This design comes from an exercise in tuning for small area, a short achievable clock period and few clock cycles per item on the open sky130 flow, not from production work. Only simulation tests tie the RTL to the original design; equivalence was not proved.

==> inputs of build 9 <==
==> flow/design.v <==
`default_nettype none
module top #(
    parameter WIDTH = 4
) (
    input wire clk,
    input wire rst,
    input wire               in_valid,
    input wire [WIDTH*4-1:0] in_data,
    output wire              in_ready,
    output reg               out_valid,
    output reg [WIDTH*4-1:0] out_data,
    input wire               out_ready
);
    wire [3:0] a0 = in_data[3:0];
    wire [3:0] b0 = in_data[7:4];
    wire [3:0] a1 = in_data[11:8];
    wire [3:0] b1 = in_data[15:12];
    wire [7:0] p0, p1;
    wire m0_pp00 = a0[0] & b0[0];
    wire m0_pp01 = a0[0] & b0[1];
    wire m0_pp02 = a0[0] & b0[2];
    wire m0_pp03 = a0[0] & b0[3];
    wire m0_pp10 = a0[1] & b0[0];
    wire m0_pp11 = a0[1] & b0[1];
    wire m0_pp12 = a0[1] & b0[2];
    wire m0_pp13 = a0[1] & b0[3];
    wire m0_pp20 = a0[2] & b0[0];
    wire m0_pp21 = a0[2] & b0[1];
    wire m0_pp22 = a0[2] & b0[2];
    wire m0_pp23 = a0[2] & b0[3];
    wire m0_pp30 = a0[3] & b0[0];
    wire m0_pp31 = a0[3] & b0[1];
    wire m0_pp32 = a0[3] & b0[2];
    wire m0_pp33 = a0[3] & b0[3];
    wire m0_hs0 = m0_pp03 ^ m0_pp12;
    wire m0_hc0 = m0_pp03 & m0_pp12;
    wire m0_hs1 = m0_pp13 ^ m0_pp22;
    wire m0_hc1 = m0_pp13 & m0_pp22;
    wire m0_hs2 = m0_pp02 ^ m0_pp11;
    wire m0_hc2 = m0_pp02 & m0_pp11;
    wire m0_fs3 = m0_hs0 ^ m0_pp21 ^ m0_pp30;
    wire m0_fc3 = (m0_hs0 & m0_pp21) | (m0_hs0 & m0_pp30) | (m0_pp21 & m0_pp30);
    wire m0_fs4 = m0_hc0 ^ m0_hs1 ^ m0_pp31;
    wire m0_fc4 = (m0_hc0 & m0_hs1) | (m0_hc0 & m0_pp31) | (m0_hs1 & m0_pp31);
    wire m0_fs5 = m0_hc1 ^ m0_pp23 ^ m0_pp32;
    wire m0_fc5 = (m0_hc1 & m0_pp23) | (m0_hc1 & m0_pp32) | (m0_pp23 & m0_pp32);
    wire [7:0] m0_ra = {1'b0, m0_fc5, m0_fc4, m0_fc3, m0_hc2, m0_hs2, m0_pp01, m0_pp00};
    wire [7:0] m0_rb = {1'b0, m0_pp33, m0_fs5, m0_fs4, m0_fs3, m0_pp20, m0_pp10, 1'b0};
    wire [8:0] m0_c;
    assign m0_c[0] = 1'b0;
    assign p0[0] = m0_ra[0] ^ m0_rb[0] ^ m0_c[0];
    assign m0_c[1] = (m0_ra[0] & m0_rb[0]) | (m0_ra[0] & m0_c[0]) | (m0_rb[0] & m0_c[0]);
    assign p0[1] = m0_ra[1] ^ m0_rb[1] ^ m0_c[1];
    assign m0_c[2] = (m0_ra[1] & m0_rb[1]) | (m0_ra[1] & m0_c[1]) | (m0_rb[1] & m0_c[1]);
    assign p0[2] = m0_ra[2] ^ m0_rb[2] ^ m0_c[2];
    assign m0_c[3] = (m0_ra[2] & m0_rb[2]) | (m0_ra[2] & m0_c[2]) | (m0_rb[2] & m0_c[2]);
    assign p0[3] = m0_ra[3] ^ m0_rb[3] ^ m0_c[3];
    assign m0_c[4] = (m0_ra[3] & m0_rb[3]) | (m0_ra[3] & m0_c[3]) | (m0_rb[3] & m0_c[3]);
    assign p0[4] = m0_ra[4] ^ m0_rb[4] ^ m0_c[4];
    assign m0_c[5] = (m0_ra[4] & m0_rb[4]) | (m0_ra[4] & m0_c[4]) | (m0_rb[4] & m0_c[4]);
    assign p0[5] = m0_ra[5] ^ m0_rb[5] ^ m0_c[5];
    assign m0_c[6] = (m0_ra[5] & m0_rb[5]) | (m0_ra[5] & m0_c[5]) | (m0_rb[5] & m0_c[5]);
    assign p0[6] = m0_ra[6] ^ m0_rb[6] ^ m0_c[6];
    assign m0_c[7] = (m0_ra[6] & m0_rb[6]) | (m0_ra[6] & m0_c[6]) | (m0_rb[6] & m0_c[6]);
    assign p0[7] = m0_ra[7] ^ m0_rb[7] ^ m0_c[7];
    assign m0_c[8] = (m0_ra[7] & m0_rb[7]) | (m0_ra[7] & m0_c[7]) | (m0_rb[7] & m0_c[7]);
    wire m1_pp00 = a1[0] & b1[0];
    wire m1_pp01 = a1[0] & b1[1];
    wire m1_pp02 = a1[0] & b1[2];
    wire m1_pp03 = a1[0] & b1[3];
    wire m1_pp10 = a1[1] & b1[0];
    wire m1_pp11 = a1[1] & b1[1];
    wire m1_pp12 = a1[1] & b1[2];
    wire m1_pp13 = a1[1] & b1[3];
    wire m1_pp20 = a1[2] & b1[0];
    wire m1_pp21 = a1[2] & b1[1];
    wire m1_pp22 = a1[2] & b1[2];
    wire m1_pp23 = a1[2] & b1[3];
    wire m1_pp30 = a1[3] & b1[0];
    wire m1_pp31 = a1[3] & b1[1];
    wire m1_pp32 = a1[3] & b1[2];
    wire m1_pp33 = a1[3] & b1[3];
    wire m1_hs0 = m1_pp03 ^ m1_pp12;
    wire m1_hc0 = m1_pp03 & m1_pp12;
    wire m1_hs1 = m1_pp13 ^ m1_pp22;
    wire m1_hc1 = m1_pp13 & m1_pp22;
    wire m1_hs2 = m1_pp02 ^ m1_pp11;
    wire m1_hc2 = m1_pp02 & m1_pp11;
    wire m1_fs3 = m1_hs0 ^ m1_pp21 ^ m1_pp30;
    wire m1_fc3 = (m1_hs0 & m1_pp21) | (m1_hs0 & m1_pp30) | (m1_pp21 & m1_pp30);
    wire m1_fs4 = m1_hc0 ^ m1_hs1 ^ m1_pp31;
    wire m1_fc4 = (m1_hc0 & m1_hs1) | (m1_hc0 & m1_pp31) | (m1_hs1 & m1_pp31);
    wire m1_fs5 = m1_hc1 ^ m1_pp23 ^ m1_pp32;
    wire m1_fc5 = (m1_hc1 & m1_pp23) | (m1_hc1 & m1_pp32) | (m1_pp23 & m1_pp32);
    wire [7:0] m1_ra = {1'b0, m1_fc5, m1_fc4, m1_fc3, m1_hc2, m1_hs2, m1_pp01, m1_pp00};
    wire [7:0] m1_rb = {1'b0, m1_pp33, m1_fs5, m1_fs4, m1_fs3, m1_pp20, m1_pp10, 1'b0};
    wire [8:0] m1_c;
    assign m1_c[0] = 1'b0;
    assign p1[0] = m1_ra[0] ^ m1_rb[0] ^ m1_c[0];
    assign m1_c[1] = (m1_ra[0] & m1_rb[0]) | (m1_ra[0] & m1_c[0]) | (m1_rb[0] & m1_c[0]);
    assign p1[1] = m1_ra[1] ^ m1_rb[1] ^ m1_c[1];
    assign m1_c[2] = (m1_ra[1] & m1_rb[1]) | (m1_ra[1] & m1_c[1]) | (m1_rb[1] & m1_c[1]);
    assign p1[2] = m1_ra[2] ^ m1_rb[2] ^ m1_c[2];
    assign m1_c[3] = (m1_ra[2] & m1_rb[2]) | (m1_ra[2] & m1_c[2]) | (m1_rb[2] & m1_c[2]);
    assign p1[3] = m1_ra[3] ^ m1_rb[3] ^ m1_c[3];
    assign m1_c[4] = (m1_ra[3] & m1_rb[3]) | (m1_ra[3] & m1_c[3]) | (m1_rb[3] & m1_c[3]);
    assign p1[4] = m1_ra[4] ^ m1_rb[4] ^ m1_c[4];
    assign m1_c[5] = (m1_ra[4] & m1_rb[4]) | (m1_ra[4] & m1_c[4]) | (m1_rb[4] & m1_c[4]);
    assign p1[5] = m1_ra[5] ^ m1_rb[5] ^ m1_c[5];
    assign m1_c[6] = (m1_ra[5] & m1_rb[5]) | (m1_ra[5] & m1_c[5]) | (m1_rb[5] & m1_c[5]);
    assign p1[6] = m1_ra[6] ^ m1_rb[6] ^ m1_c[6];
    assign m1_c[7] = (m1_ra[6] & m1_rb[6]) | (m1_ra[6] & m1_c[6]) | (m1_rb[6] & m1_c[6]);
    assign p1[7] = m1_ra[7] ^ m1_rb[7] ^ m1_c[7];
    assign m1_c[8] = (m1_ra[7] & m1_rb[7]) | (m1_ra[7] & m1_c[7]) | (m1_rb[7] & m1_c[7]);
    assign in_ready = out_ready;
    always @(posedge clk) begin
        if (rst) begin
            out_valid <= 1'b0;
        end else if (out_ready) begin
            out_valid <= in_valid;
        end
        if (out_ready) begin
            out_data <= {p1, p0};
        end
    end
endmodule
==> flow/flow/run.sh <==
#!/bin/bash
# Standard ORFS layout (standard.sh) with these changes:
#  - synthesis maps the logic with flow/abc.script instead of ORFS's ABC
#    script; everything else in the standard synthesis is unchanged, so the
#    registers and their names are the standard synthesis's;
#  - full adders are not extracted into fa/ha cells, so ABC maps the adder
#    trees itself, and ABC sizes the logic for inputs driven by buf_2, the
#    port buffer used below;
#  - every port gets a plain buf_2 buffer instead of the delay buffer that
#    buffer_ports picks by default; after global placement flow/post_gpl.tcl
#    makes the buffers of ports with slack to spare buf_1, and out_ready's,
#    which drives every register enable and in_ready, buf_4.
# Each tool's full log is in orfs/logs/; make's output is in flow.log.
set -euo pipefail
W=$PWD
cat > "$W/own_synth.tcl" <<EOT
proc abc {args} {
  set i [lsearch -exact \$args -script]
  if {\$i >= 0} { lset args [expr {\$i + 1}] $W/flow/abc.script }
  yosys abc {*}\$args
}
source $W/synth_recipe.tcl
EOT
args=("SYNTH_SCRIPT=$W/own_synth.tcl" "ADDER_MAP_FILE="
  "ABC_DRIVER_CELL=sky130_fd_sc_hd__buf_2"
  "BUFFER_PORTS_ARGS=-buffer_cell sky130_fd_sc_hd__buf_2"
  "POST_GLOBAL_PLACE_TCL=$W/flow/post_gpl.tcl")
bash standard.sh "${args[@]}" place > flow.log 2>&1
# From clock tree synthesis on, with the placement known, repair timing by
# upsizing gates only, aiming for setup slack of at least 1.72 ns.
bash standard.sh "${args[@]}" "SETUP_SLACK_MARGIN=1.72" \
  "SETUP_MOVE_SEQUENCE=sizeup,swap" finish >> flow.log 2>&1
==> flow/flow/abc.script <==
strash
&get -n
&st
&if -g -K 5
&st
&dch
&put
map -D 1000
upsize -D 1000
dnsize -D 1000
==> flow/flow/post_gpl.tcl <==
# Port buffers, after global placement. buffer_ports gave every port a buf_2.
proc port_buffer {port} {
  set net [get_nets [get_full_name $port]]
  foreach pin [get_pins -of_objects $net] {
    set inst [get_cells -of_objects $pin]
    set cell [get_property [get_lib_cells -of_objects $inst] name]
    if {[string match sky130_fd_sc_hd__buf_* $cell]} { return $inst }
  }
  return ""
}
proc set_port_buffer {ports cell} {
  foreach port [get_ports $ports] {
    set inst [port_buffer $port]
    if {$inst ne ""} {
      puts "post_gpl: [get_full_name $port]: [get_full_name $inst] -> $cell"
      replace_cell $inst $cell
    }
  }
}
# The outputs driven straight from registers, and the inputs that only feed
# out_valid's register, have slack to spare: the smallest buffer will do.
set_port_buffer {out_data[*] out_valid rst in_valid} sky130_fd_sc_hd__buf_1
# out_ready drives every register's enable and, through in_ready's buffer,
# the in_ready port: a stronger buffer shortens the out_ready-to-in_ready path.
set_port_buffer {out_ready} sky130_fd_sc_hd__buf_6
==> flow/standard.sh <==
#!/bin/bash
# synth_recipe.tcl (not shown) runs the flow's synth.tcl, then flattens the netlist and writes it again
# the make line also repeats each setting of config.mk as NAME=value (left out here)
make -C /OpenROAD-flow-scripts/flow DESIGN_CONFIG=/design/flow/config.mk WORK_HOME=/design/flow/orfs CLKGATE_MAP_FILE= SYNTH_SCRIPT=/design/flow/synth_recipe.tcl "${@:-finish}"
==> flow/config.mk <==
export PLATFORM = sky130hd
export DESIGN_NAME = top
export DESIGN_NICKNAME = top
export VERILOG_FILES = /design/flow/design.v
export SDC_FILE = /design/flow/constraint.sdc
export NUM_CORES = 4
export LEC_CHECK = 0
export CAP_MARGIN = 20
export CORE_MARGIN = 2
export CORE_UTILIZATION = 40
export SLEW_MARGIN = 20
==> flow/constraint.sdc <==
create_clock -name core_clock -period 3.5 [get_ports {clk}]
set_input_delay 0.7000 -clock core_clock [delete_from_list [all_inputs] [get_ports {clk}]]
set_output_delay 0.7000 -clock core_clock [all_outputs]
set_load 0.01 [all_outputs]
==> inputs of trial 76, as changes to build 9 <==
--- a/flow/flow/run.sh
+++ b/flow/flow/run.sh
@@ -23,10 +23,5 @@
 EOT
-args=("SYNTH_SCRIPT=$W/own_synth.tcl" "ADDER_MAP_FILE="
-  "ABC_DRIVER_CELL=sky130_fd_sc_hd__buf_2"
-  "BUFFER_PORTS_ARGS=-buffer_cell sky130_fd_sc_hd__buf_2"
-  "POST_GLOBAL_PLACE_TCL=$W/flow/post_gpl.tcl")
-bash standard.sh "${args[@]}" place > flow.log 2>&1
-# From clock tree synthesis on, with the placement known, repair timing by
-# upsizing gates only, aiming for setup slack of at least 1.72 ns.
-bash standard.sh "${args[@]}" "SETUP_SLACK_MARGIN=1.72" \
-  "SETUP_MOVE_SEQUENCE=sizeup,swap" finish >> flow.log 2>&1
+bash standard.sh "SYNTH_SCRIPT=$W/own_synth.tcl" "ADDER_MAP_FILE=" \
+  "ABC_DRIVER_CELL=sky130_fd_sc_hd__buf_2" \
+  "BUFFER_PORTS_ARGS=-buffer_cell sky130_fd_sc_hd__buf_2" \
+  "POST_GLOBAL_PLACE_TCL=$W/flow/post_gpl.tcl" finish > flow.log 2>&1
--- a/flow/flow/post_gpl.tcl
+++ b/flow/flow/post_gpl.tcl
@@ -24,2 +24,2 @@
 # the in_ready port: a stronger buffer shortens the out_ready-to-in_ready path.
-set_port_buffer {out_ready} sky130_fd_sc_hd__buf_6
+set_port_buffer {out_ready} sky130_fd_sc_hd__buf_4
PLACE_DENSITY = 0.8   (was default)
==> inputs of trial 2, as changes to build 9 <==
==> flow/flow/run.sh (replaced) <==
#!/bin/bash
# Standard ORFS layout (standard.sh) with these changes:
#  - synthesis maps the logic with flow/abc.script instead of ORFS's ABC
#    script; everything else in the standard synthesis is unchanged, so the
#    registers and their names are the standard synthesis's;
#  - full adders are not extracted into fa/ha cells, so ABC maps the adder
#    trees itself;
#  - every port gets a plain buf_2 buffer instead of the delay buffer that
#    buffer_ports picks by default, and after global placement
#    (flow/post_gpl.tcl) the output buffers that only drive an output port
#    are made buf_1.
# Each tool's full log is in orfs/logs/; make's output is in flow.log.
set -euo pipefail
W=$PWD
cat > "$W/own_synth.tcl" <<EOT
proc abc {args} {
  set i [lsearch -exact \$args -script]
  if {\$i >= 0} { lset args [expr {\$i + 1}] $W/flow/abc.script }
  yosys abc {*}\$args
}
source $W/synth_recipe.tcl
EOT
bash standard.sh "SYNTH_SCRIPT=$W/own_synth.tcl" "ADDER_MAP_FILE=" \
  "BUFFER_PORTS_ARGS=-buffer_cell sky130_fd_sc_hd__buf_2" \
  "POST_GLOBAL_PLACE_TCL=$W/flow/post_gpl.tcl" finish > flow.log 2>&1
==> flow/flow/abc.script (replaced) <==
strash
&get -n
&st
&if -g -K 4
&st
&dch
&put
map -D 1300
upsize -D 1300
dnsize -D 1300
==> flow/flow/post_gpl.tcl (replaced) <==
# The output ports other than in_ready are driven from registers and have
# slack to spare: their port buffers can be the smallest buffer.
foreach port [get_ports {out_data[*] out_valid}] {
  foreach pin [get_pins -of_objects [get_nets -of_objects $port] -filter "direction == output"] {
    set inst [get_cells -of_objects $pin]
    if {[get_property [get_lib_cells -of_objects $inst] name] eq "sky130_fd_sc_hd__buf_2"} {
      puts "post_gpl: [get_full_name $inst] -> sky130_fd_sc_hd__buf_1"
      replace_cell $inst sky130_fd_sc_hd__buf_1
    }
  }
}
==> results.json <==
{
  "outcome": "finished clean",
  "multi_input_area_share_pct": 45.76,
  "synth-simple-area-share_pct": 34.83,
  "cp_num_cells": 11,
  "grtUsageMet1_pct": 20.53,
  "netlist_area_um2": 1282,
  "fp.coreArea_um2": 3053
}
# the run above: trial 76

==> results.json <==
{
  "syn_nets": 184,
  "netlist_area_um2": 1259,
  "stop_stage": "3_3_place_gp",
  "synth_top_family_by_area": "simple AND/OR/NAND/NOR gates",
  "yosysMostFrequentCell": "nand2_1",
  "firstError": "[ERROR STA-0100] unsupported object type Port.",
  "synth-simple-area-share_pct": 26.74,
  "outcome": "did not finish"
}
# the run above: trial 2

==> results.json <==
{
  "netlist_area_um2": 1282,
  "cp_num_cells": 10,
  "outcome": "finished clean",
  "fp.coreArea_um2": 3053
}
# the run above: build 9

Testbench counts of build 9, summed over its fixed seeds: cycles 3,208, items 3,200.
Testbench counts of trial 76, summed over its fixed seeds: cycles 3,208, items 3,200.
Testbench counts of trial 2, summed over its fixed seeds: cycles 3,208, items 3,200.

## what the ideal ports hide
No port has a modelled driver above. Below, the same layouts with a new extraction and two added sets of constraints. Step 1 assumes that a clkbuf_16 drives the clock port and a buf_2 every other input. Step 2 adds t to the input delays and takes it off the output delays; t is the mean of the earliest and latest rising clock arrival at the registers after step 1. Input paths then give back, and output paths get back, about the clock's delay inside the block. Three values: ideal, step 1, step 2; two values: the first two.
run	t, ns	setup WS [ns]	hold WS [ns]	slew at the worst register clock pin (ns)	cell pins on the clock port's net
build 9	0.311	1.756 / 1.717 / 1.443	0.514 / 0.514 / 0.514	0.10 / 0.10	1
trial 76	0.298	1.674 / 1.670 / 1.379	0.515 / 0.515 / 0.515	0.10 / 0.10	1
After both steps setup and hold are still met in every run listed. The setup slack of build 9, which loses most, moves by -0.039 ns with the drivers and by -0.313 ns with both steps.
